This design comes from an exercise in tuning for small area and a short achievable clock period on the open sky130 flow, not from production work.
RTL that was checked went through simulation tests only; none was proved equivalent to the original.
Power and IR drop assume default switching activity. The clock port is modelled as an ideal driver; clocking choices that lean on that would not hold on a real chip.

quartz:
## bist
module bist #(
    parameter size   = 6,
    parameter length = 8
) (
    input  logic             clk,
    input  logic             rst,
    input  logic             start,
    input  logic             csin,
    input  logic             rwbarin,
    input  logic             opr,
    input  logic [size-1:0]  address,
    input  logic [length-1:0] datain,
    output logic [length-1:0] dataout,
    output logic              fail
);
    logic       test;
    logic [9:0] k;
    always_ff @(posedge clk) begin
        if (rst)
            test <= 1'b0;
        else if (!test)
            test <= start;
        else if (&k)
            test <= 1'b0;
        k <= test ? k + 10'd1 : 10'd0;
    end
    logic [7:0] pat;
    pattern pgen (.k(k[9:7]), .pat(pat));
    logic        wr, idle;
    logic [63:0] rsel, we;
    logic [7:0]  din;
    decoder dec (
        .test    (test),
        .k       (k[6:0]),
        .csin    (csin),
        .rwbarin (rwbarin),
        .address (address),
        .wr      (wr),
        .idle    (idle),
        .rsel    (rsel),
        .we      (we)
    );
    dinmux dmux (.test(test), .pat(pat), .datain(datain), .din(din));
    logic [7:0] mem [0:63];
    always_ff @(posedge clk)
        for (int w = 0; w < 64; w++)
            if (we[w])
                mem[w] <= din;
    logic [7:0] rdata, rdata_nx;
    for (genvar b = 0; b < 8; b++) begin : g_rd
        logic [63:0] col;
        for (genvar w = 0; w < 64; w++) begin : g_w
            assign col[w] = mem[w][b];
        end
        multiplexer mux (
            .d        (col),
            .rsel     (rsel),
            .din      (din[b]),
  ...
==> flow/config.mk <==
export PLATFORM = sky130hd
export DESIGN_NAME = bist
export DESIGN_NICKNAME = bist
export VERILOG_FILES = /design/flow/design.v
export SDC_FILE = /design/flow/constraint.sdc
export NUM_CORES = 4
export LEC_CHECK = 0
export CAP_MARGIN = 20
export CORE_MARGIN = 2
export CORE_UTILIZATION = 50
export PLACE_DENSITY = 0.65
export SETUP_SLACK_MARGIN = 3.0
export SLEW_MARGIN = 20
export SYNTH_HIERARCHICAL = 1
export TNS_END_PERCENT = 0
==> flow/constraint.sdc <==
create_clock -name core_clock -period 5.5 [get_ports {clk}]
set_input_delay 1.1000 -clock core_clock [delete_from_list [all_inputs] [get_ports {clk}]]
set_output_delay 1.1000 -clock core_clock [all_outputs]
set_load 0.01 [all_outputs]
standard.sh (not shown) runs the stock make flow with config.mk's settings and CLKGATE_MAP_FILE= SYNTH_SCRIPT=/design/flow/synth_recipe.tcl, a recipe that flattens the netlist after the stock synthesis.
==> flow/flow/run.sh <==
#!/bin/bash
# The standard layout (standard.sh), with plain buffers on the ports instead of
# the delay cells buffer_ports picks by default, and no dummy clock loads in CTS.
set -euo pipefail
export BUFFER_PORTS_ARGS="-buffer_cell sky130_fd_sc_hd__buf_2"
export CTS_ARGS="-sink_clustering_enable -repair_clock_nets -sink_clustering_size 30 -sink_clustering_max_diameter 100 -dont_use_dummy_load"
bash standard.sh > standard.log 2>&1
Inputs modified between quartz and umber:
- a change of TNS_END_PERCENT from 0 to 10
==> summary.txt <==
Lower layout overhead on the synthesized area was reported by quartz, not umber. [umber vs quartz] global-route usage: higher in umber. In terms of total placed instance area, quartz and umber differ only marginally. On umber: global-route wire length before repair is 2.3 mm higher than what quartz gave. Diff umber..quartz | fill cell instance count of the final layout | negligible. umber vs quartz — combined area of the multi-input logic cells rose 200 sq um. umber and quartz ended up with roughly the same total chip power. quartz has lower maximum clock frequency than umber.
No run of this note included a check of the RTL's function; only the layout flow was run.


bist, a different RTL version from the one above (not shown whole).
Size in the first run: about 1,300 cells after synthesis, roughly 530 flip-flops, about 29 I/O pins, about 20,000 µm² of cells after synthesis.
Settings: LEC_CHECK=0, CAP_MARGIN=20, CORE_MARGIN=2, CORE_UTILIZATION=50, PLACE_DENSITY=0.65, SETUP_SLACK_MARGIN=3.0, SLEW_MARGIN=20, SYNTH_HIERARCHICAL=1, TNS_END_PERCENT=0; clock period 5.5 ns.
Scripts as last shown in full above: flow/flow/run.sh
The baseline produced a clean layout.
==> next run, changes <==
CORE_UTILIZATION = 60   (was 50)
PLACE_DENSITY = 0.7   (was 0.65)
TNS_END_PERCENT = 10   (was 0)
What happened: Cell area increases by about 7%; die area decreases by about 16%; clock power is about the same; clock skew barely changes; non-clock buffer count increases by 35; global-route usage increases by 5.2 points; sequential cell count is unchanged; utilization increases by 16 points; cell count decreases by about 2.4%; sequential power stays flat; sequential share of layout area decreases by 4.4 points.
No functional check of the RTL was part of any run of this note.


Another version of the RTL of bist (not shown whole).
Size in the first run: roughly 1300 cells after synthesis, ~530 flip-flops, about 29 I/O pins.
export LEC_CHECK = 0
export CAP_MARGIN = 20
export CORE_MARGIN = 2
export CORE_UTILIZATION = 50
export PLACE_DENSITY = 0.65
export SETUP_SLACK_MARGIN = 3.2
export SLEW_MARGIN = 20
export SYNTH_HIERARCHICAL = 1
export TNS_END_PERCENT = 0
create_clock -name core_clock -period 5.5 [get_ports {clk}]
Scripts as last shown in full above: flow/flow/run.sh
==> next run, changes <==
==> flow/flow/run.sh (replaced) <==
#!/bin/bash
# The standard layout (standard.sh), with plain buffers on the ports instead of
# the delay cells buffer_ports picks by default, and no dummy clock loads in CTS.
set -euo pipefail
export BUFFER_PORTS_ARGS="-buffer_cell sky130_fd_sc_hd__buf_2"
export CTS_ARGS="-sink_clustering_enable -repair_clock_nets -sink_clustering_size 34 -sink_clustering_max_diameter 80 -dont_use_dummy_load"
bash standard.sh > standard.log 2>&1
SETUP_SLACK_MARGIN = 3.0   (was 3.2)
TNS_END_PERCENT = 10   (was 0)
=> The changed run finished clean. Sequential power is about the same. Combinational power is about the same. Power grows slightly. Via count grows slightly. Critical path depth shrinks by 9. Hold slack gains 0.021 ns. Final cell count barely changes. Flip-flop and latch count is unchanged. Design area grows slightly.
==> next run, changes <==
==> flow/flow/run.sh (replaced) <==
#!/bin/bash
# The standard layout (standard.sh), with plain buffers on the ports instead of
# the delay cells buffer_ports picks by default, and no dummy clock loads in CTS.
set -euo pipefail
export BUFFER_PORTS_ARGS="-buffer_cell sky130_fd_sc_hd__buf_2"
export CTS_ARGS="-sink_clustering_enable -repair_clock_nets -sink_clustering_size 30 -sink_clustering_max_diameter 100 -dont_use_dummy_load"
bash standard.sh > standard.log 2>&1
CAP_MARGIN = 0   (was 20)
SLEW_MARGIN = 0   (was 20)
Effect: The changed run produced a clean layout. Count of clock-buffer cells in the layout shrinks by 2. First-iteration DRC count grows by 5.8%. Non-clock buffer count grows by 13. Sequential power stays flat. Cell count grows by 0.67%.
==> next run, changes <==
CAP_MARGIN = 20   (was 0)
GPL_ROUTABILITY_DRIVEN = 0   (was not set)
SLEW_MARGIN = 20   (was 0)
Effect: Die area stays the same; utilization came out lower by 1.2 points; flip-flop and latch count stays the same; synthesized cell count does not change; area after synthesis is unchanged; setup slack improves by 0.048 ns; combinational power goes down by 5.9%; worst hold slack gets worse by 0.014 ns; routed wire length drops by 1.2%; non-clock buffer count fell by 7; clock power barely changes.
==> next run, changes <==
GPL_ROUTABILITY_DRIVEN = not set   (was 0)
SETUP_SLACK_MARGIN = 2.9   (was 3.0)
TNS_END_PERCENT = not set   (was 10)
Effect:
- first-iteration DRC count decreases by 9.2%
- setup slack got worse by 0.071 ns
- clock power hardly moves
- core utilization rises by 0.15 points
- total power is about the same
- count of clock-buffer cells in the layout is unchanged
- routed wire length falls by 3.2%
- synthesized area is unchanged
- sequential cell count is unchanged
- cell count goes up by 0.31%
- worst hold slack improves by 0.016 ns
==> next run, changes <==
SETUP_SLACK_MARGIN = 3.0   (was 2.9)
TNS_END_PERCENT = 10   (was not set)
What happened: The changed run finished with timing, DRC and antenna clean. Area after synthesis stays the same. Final area is about the same. Clock skew goes up by 0.0064 ns. First-iteration DRC count went up by roughly a tenth.
No functional check of the RTL was part of any run of this note.


The RTL this note starts from:
==> flow/design.v <==
module mux2i_gate (
    input  logic s,
    input  logic a0,
    input  logic a1,
    output logic y
);
    assign y = ~(s ? a1 : a0);
endmodule
module inv_gate (
    input  logic a,
    output logic y
);
    assign y = ~a;
endmodule
module predecoder (
    input  logic       test,
    input  logic [5:0] k,          
    input  logic [5:0] address,
    input  logic       en,
    output logic [7:0] lo_n,       
    output logic [7:0] hi_n        
);
    logic [5:0] a, a_n;
    for (genvar i = 0; i < 6; i++) begin : g_a
        mux2i_gate m (.s(test), .a0(address[i]), .a1(k[i]), .y(a_n[i]));
        inv_gate   n (.a(a_n[i]), .y(a[i]));
    end
    for (genvar i = 0; i < 8; i++) begin : g_l
        nand3_gate l (
            .a(i[0] ? a[0] : a_n[0]),
            .b(i[1] ? a[1] : a_n[1]),
            .c(i[2] ? a[2] : a_n[2]),
            .y(lo_n[i])
        );
        nand4_gate h (
            .a(en),
            .b(i[0] ? a[3] : a_n[3]),
            .c(i[1] ? a[4] : a_n[4]),
            .d(i[2] ? a[5] : a_n[5]),
            .y(hi_n[i])
        );
    end
endmodule
module rdwr (
    input  logic test,
    input  logic k6,
    input  logic csin,
    input  logic rwbarin,
    output logic rd,
    output logic wr,
    output logic wrt,      
    output logic wrn,      
    output logic idle      
);
    assign rd   = test ? k6 : (csin & rwbarin);
    assign wrt  = test & ~k6;
    assign wrn  = ~test & csin & ~rwbarin;
    assign wr   = test ? ~k6 : (csin & ~rwbarin);
    assign idle = ~test & ~csin;
endmodule
module pattern (
    input  logic [2:0] k,
    output logic [7:0] pat
);
    always_comb begin
        case (k)
            3'd0: pat = 8'hAA;
            3'd1: pat = 8'h55;
            3'd2: pat = 8'hF0;
            3'd3: pat = 8'h0F;
            3'd4: pat = 8'h00;
            3'd5: pat = 8'hFF;
            3'd6: pat = 8'hCC;
            default: pat = 8'h33;
        endcase
    end
endmodule
module dinmux (
    input  logic       test,
    input  logic [7:0] pat,
    input  logic [7:0] datain,
    output logic [7:0] din
);
    assign din = test ? pat : datain;
endmodule
module decoder (
    input  logic        test,
    input  logic [6:0]  k,         
    input  logic        csin,
    input  logic        rwbarin,
    input  logic [5:0]  address,
    output logic        wrt,       
    output logic        wrn,       
    output logic        idle,      
    output logic [63:0] rsel,      
    output logic [63:0] we         
);
    logic       rd, wr;
    logic [7:0] lor_n, low_n, hir_n, hiw_n;
    rdwr rw (.test(test), .k6(k[6]), .csin(csin), .rwbarin(rwbarin),
             .rd(rd), .wr(wr), .wrt(wrt), .wrn(wrn), .idle(idle));
    predecoder pr (.test(test), .k(k[5:0]), .address(address), .en(rd),
                   .lo_n(lor_n), .hi_n(hir_n));
    predecoder pw (.test(test), .k(k[5:0]), .address(address), .en(wr),
                   .lo_n(low_n), .hi_n(hiw_n));
    for (genvar w = 0; w < 64; w++) begin : g_w
        nor2_gate u_r (.a(hir_n[w / 8]), .b(lor_n[w % 8]), .y(rsel[w]));
        nor2_gate u_w (.a(hiw_n[w / 8]), .b(low_n[w % 8]), .y(we[w]));
    end
endmodule
module aoi222_gate (
    input  logic a1, a2, b1, b2, c1, c2,
    output logic y
);
    assign y = ~((a1 & a2) | (b1 & b2) | (c1 & c2));
endmodule
module aoi22_gate (
    input  logic a1, a2, b1, b2,
    output logic y
);
    assign y = ~((a1 & a2) | (b1 & b2));
endmodule
module nand4_gate (
    input  logic a, b, c, d,
    output logic y
);
    assign y = ~(a & b & c & d);
endmodule
module nand3_gate (
    input  logic a, b, c,
    output logic y
);
    assign y = ~(a & b & c);
endmodule
module nand2_gate (
    input  logic a, b,
    output logic y
);
    assign y = ~(a & b);
endmodule
module nor3_gate (
    input  logic a, b, c,
    output logic y
);
    assign y = ~(a | b | c);
endmodule
module nor2_gate (
    input  logic a,
    input  logic b,
    output logic y
);
    assign y = ~(a | b);
endmodule
module multiplexer #(
    parameter AOI3 = 1
) (
    input  logic [63:0] d,
    input  logic [63:0] rsel,
    input  logic        pat,
    input  logic        wrt,
    input  logic        datain,
    input  logic        wrn,
    input  logic        q,
    input  logic        idle,
    output logic        out
);
    logic [66:0] s, v;
    assign s = {idle, wrn, wrt, rsel};
    assign v = {q, datain, pat, d};
    if (AOI3) begin : g_aoi3
        logic [22:0] t;      
        for (genvar i = 0; i < 22; i++) begin : g_t
            aoi222_gate u (
                .a1(s[3*i]),   .a2(v[3*i]),
                .b1(s[3*i+1]), .b2(v[3*i+1]),
                .c1(s[3*i+2]), .c2(v[3*i+2]),
                .y(t[i])
            );
        end
        nand2_gate g_t22 (.a(s[66]), .b(v[66]), .y(t[22]));
        logic [5:0] u;       
        for (genvar i = 0; i < 5; i++) begin : g_u
            nand4_gate g (.a(t[4*i]), .b(t[4*i+1]), .c(t[4*i+2]), .d(t[4*i+3]), .y(u[i]));
        end
        nand3_gate g_u5 (.a(t[20]), .b(t[21]), .c(t[22]), .y(u[5]));
        logic [2:0] x;       
        for (genvar i = 0; i < 3; i++) begin : g_x
            nor2_gate g (.a(u[2*i]), .b(u[2*i+1]), .y(x[i]));
        end
        nand3_gate g_out (.a(x[0]), .b(x[1]), .c(x[2]), .y(out));
    end else begin : g_aoi2
        logic [33:0] t;      
        for (genvar i = 0; i < 33; i++) begin : g_t
            aoi22_gate u (
                .a1(s[2*i]),   .a2(v[2*i]),
                .b1(s[2*i+1]), .b2(v[2*i+1]),
                .y(t[i])
            );
        end
        nand2_gate g_t33 (.a(s[66]), .b(v[66]), .y(t[33]));
        logic [8:0] u;       
        for (genvar i = 0; i < 8; i++) begin : g_u
            nand4_gate g (.a(t[4*i]), .b(t[4*i+1]), .c(t[4*i+2]), .d(t[4*i+3]), .y(u[i]));
        end
        nand2_gate g_u8 (.a(t[32]), .b(t[33]), .y(u[8]));
        logic [2:0] x;       
        for (genvar i = 0; i < 3; i++) begin : g_x
            nor3_gate g (.a(u[3*i]), .b(u[3*i+1]), .c(u[3*i+2]), .y(x[i]));
        end
        nand3_gate g_out (.a(x[0]), .b(x[1]), .c(x[2]), .y(out));
    end
endmodule
module dout_gate (
    input  logic t,
    input  logic n,
    input  logic csin,
    input  logic rwbarin,
    output logic y
);
    assign y = t | (n & csin & rwbarin);
endmodule
module bist #(
    parameter size   = 6,
    parameter length = 8,
    parameter AOI3   = 1       
) (
    input  logic             clk,
    input  logic             rst,
    input  logic             start,
    input  logic             csin,
    input  logic             rwbarin,
    input  logic             opr,
    input  logic [size-1:0]  address,
    input  logic [length-1:0] datain,
    output logic [length-1:0] dataout,
    output logic              fail
);
    logic       test;
    logic [9:0] k;
    always_ff @(posedge clk) begin
        if (rst)
            test <= 1'b0;
        else if (!test)
            test <= start;
        else if (&k)
            test <= 1'b0;
        k <= test ? k + 10'd1 : 10'd0;
    end
    logic [7:0] pat;
    pattern pgen (.k(k[9:7]), .pat(pat));
    logic        wrt, wrn, idle;
    logic [63:0] rsel, we;
    logic [7:0]  din;
    decoder dec (
        .test    (test),
        .k       (k[6:0]),
        .csin    (csin),
        .rwbarin (rwbarin),
        .address (address),
        .wrt     (wrt),
        .wrn     (wrn),
        .idle    (idle),
        .rsel    (rsel),
        .we      (we)
    );
    dinmux dmux (.test(test), .pat(pat), .datain(datain), .din(din));
    logic [7:0] mem [0:63];
    always_ff @(posedge clk)
        for (int w = 0; w < 64; w++)
            if (we[w])
                mem[w] <= din;
    logic [7:0] rdata, rdata_nx;
    for (genvar b = 0; b < 8; b++) begin : g_rd
        logic [63:0] col;
        for (genvar w = 0; w < 64; w++) begin : g_w
            assign col[w] = mem[w][b];
        end
        multiplexer #(.AOI3(AOI3)) mux (
            .d    (col),
            .rsel (rsel),
            .pat    (pat[b]),
            .wrt    (wrt),
            .datain (datain[b]),
            .wrn    (wrn),
            .q    (rdata[b]),
            .idle (idle),
            .out  (rdata_nx[b])
        );
    end
    always_ff @(posedge clk)
        rdata <= rdata_nx;
    logic [7:0] rdata_t, rdata_n;
    assign rdata_t = rdata & {8{test & k[6]}};
    assign rdata_n = rdata & {8{~test}};
    for (genvar b = 0; b < 8; b++) begin : g_out
        dout_gate u (.t(rdata_t[b]), .n(rdata_n[b]), .csin(csin), .rwbarin(rwbarin),
                     .y(dataout[b]));
    end
    always_ff @(posedge clk)
        fail <= test && k[6] && opr && (rdata != pat);
endmodule
export LEC_CHECK = 0
export CAP_MARGIN = 20
export CORE_MARGIN = 2
export CORE_UTILIZATION = 40
export CTS_CLUSTER_DIAMETER = 100
export CTS_CLUSTER_SIZE = 30
export SETUP_SLACK_MARGIN = 2.7
export SLEW_MARGIN = 20
export SYNTH_HIERARCHICAL = 1
create_clock -name core_clock -period 5.5 [get_ports {clk}]
run.sh (not shown) runs the stock make flow with config.mk's settings and CLKGATE_MAP_FILE= SYNTH_SCRIPT=/design/flow/synth_recipe.tcl, a recipe that flattens the netlist after the stock synthesis.
Stock flow here: none of the scripts above is used.
The baseline finished with timing, DRC and antenna clean.
Change:
==> flow/flow/run.sh (new file) <==
#!/bin/bash
# The standard layout (standard.sh), with plain buffers on the ports instead of
# the delay cells buffer_ports picks by default, and no dummy clock loads in CTS.
set -euo pipefail
export BUFFER_PORTS_ARGS="-buffer_cell sky130_fd_sc_hd__buf_2"
export CTS_ARGS="-sink_clustering_enable -repair_clock_nets -sink_clustering_size 30 -sink_clustering_max_diameter 100 -dont_use_dummy_load"
bash standard.sh > standard.log 2>&1
==> flow/standard.sh (new file) <==
#!/bin/bash
# synth_recipe.tcl (not shown) runs the flow's synth.tcl, then flattens the netlist and writes it again
# the make line also repeats each setting of config.mk as NAME=value (left out here)
make -C /OpenROAD-flow-scripts/flow DESIGN_CONFIG=/design/flow/config.mk WORK_HOME=/design/flow/orfs CLKGATE_MAP_FILE= SYNTH_SCRIPT=/design/flow/synth_recipe.tcl "${@:-finish}"
- CTS_CLUSTER_DIAMETER: 100 -> default
- CTS_CLUSTER_SIZE: 30 -> default
- SETUP_SLACK_MARGIN: 2.7 -> 2.9
removed: flow/run.sh
Total power hardly moves.
Clock skew rose by 0.019 ns.
Hold slack is better by 0.032 ns.
Critical path depth fell by 5.
Die area is unchanged.
Clock-buffer cell count fell by 14.
Non-clock buffer count rose by 39.
Change:
- SETUP_SLACK_MARGIN: 2.9 -> 2.7
Effect: Total power fell by 1.4%; cell count went down by 1.5%; sequential power hardly moves; core utilization is lower by 1.7 points; clock-buffer cell count is lower by 1; worst setup slack loses 0.18 ns; first-iteration DRC count shrinks by 3.8%; synthesized area does not change.
Change:
==> flow/run.sh (new file) <==
#!/bin/bash
# synth_recipe.tcl (not shown) runs the flow's synth.tcl, then flattens the netlist and writes it again
# the make line also repeats each setting of config.mk as NAME=value (left out here)
make -C /OpenROAD-flow-scripts/flow DESIGN_CONFIG=/design/flow/config.mk WORK_HOME=/design/flow/orfs CLKGATE_MAP_FILE= SYNTH_SCRIPT=/design/flow/synth_recipe.tcl finish
- CORE_UTILIZATION: 40 -> 50
- CTS_CLUSTER_DIAMETER: default -> 100
- CTS_CLUSTER_SIZE: default -> 30
- PLACE_DENSITY: default -> 0.65
removed: flow/flow/run.sh
removed: flow/standard.sh
What happened:
- hold slack barely changes
- power rises by 1.1%
- via count came out higher by about 0.8%
- global-route usage came out higher by 4.4 points
- setup slack is better by 0.19 ns
- area after synthesis does not change
- final area barely changes

-- separate check: timing with driven ports --
The flow's constraints put no driver on any port. The routed layouts listed below were extracted and timed again, unchanged, in two steps. Step 1 (the two cells are an assumption about what drives the block):
set clk [get_ports {clk}]
set_driving_cell -lib_cell sky130_fd_sc_hd__clkbuf_16 $clk
set_driving_cell -lib_cell sky130_fd_sc_hd__buf_2 [delete_from_list [all_inputs] $clk]
Step 2 moves the port delays by t, midway between the first and last clock arrival at a register: inputs arrive t later, outputs are due t later. That takes back most of the time a late clock gives input paths. a / b / c = ideal / step 1 / step 2; a / b = the first two.
run | t (ns) | slack for setup (ns) | hold slack, ns
quartz | 0.589 | 2.642 / 2.622 / 2.086 | 0.597 / 0.597 / 0.597
umber | 0.595 | 2.711 / 2.658 / 2.150 | 0.598 / 0.598 / 0.598
the first run of note 2 | 0.603 | 2.745 / 2.729 / 2.174 | 0.556 / 0.556 / 0.556
the second run of note 2 | 0.597 | 2.767 / 2.773 / 2.176 | 0.563 / 0.563 / 0.563
the first run of note 3 | 0.614 | 2.794 / 2.760 / 2.209 | 0.575 / 0.575 / 0.575
the second run of note 3 | 0.625 | 2.743 / 2.733 / 2.154 | 0.596 / 0.596 / 0.596
the third run of note 3 | 0.605 | 2.719 / 2.706 / 2.154 | 0.577 / 0.577 / 0.577
the fourth run of note 3 | 0.609 | 2.767 / 2.767 / 2.254 | 0.563 / 0.563 / 0.563
the fifth run of note 3 | 0.603 | 2.696 / 2.686 / 2.083 | 0.580 / 0.580 / 0.580
the sixth run of note 3 | 0.609 | 2.767 / 2.767 / 2.254 | 0.563 / 0.563 / 0.563
the first run of note 4 | 0.617 | 2.650 / 2.661 / 2.053 | 0.566 / 0.566 / 0.566
the second run of note 4 | 0.603 | 2.678 / 2.625 / 2.218 | 0.598 / 0.598 / 0.598
the third run of note 4 | 0.604 | 2.501 / 2.501 / 1.940 | 0.582 / 0.582 / 0.582
the fourth run of note 4 | 0.594 | 2.689 / 2.714 / 2.120 | 0.580 / 0.580 / 0.580
After both steps setup and hold are still met in every run listed. For the fifth run of note 3, which loses most, drivers alone change the setup slack by -0.010 ns; drivers and shift together by -0.613 ns.
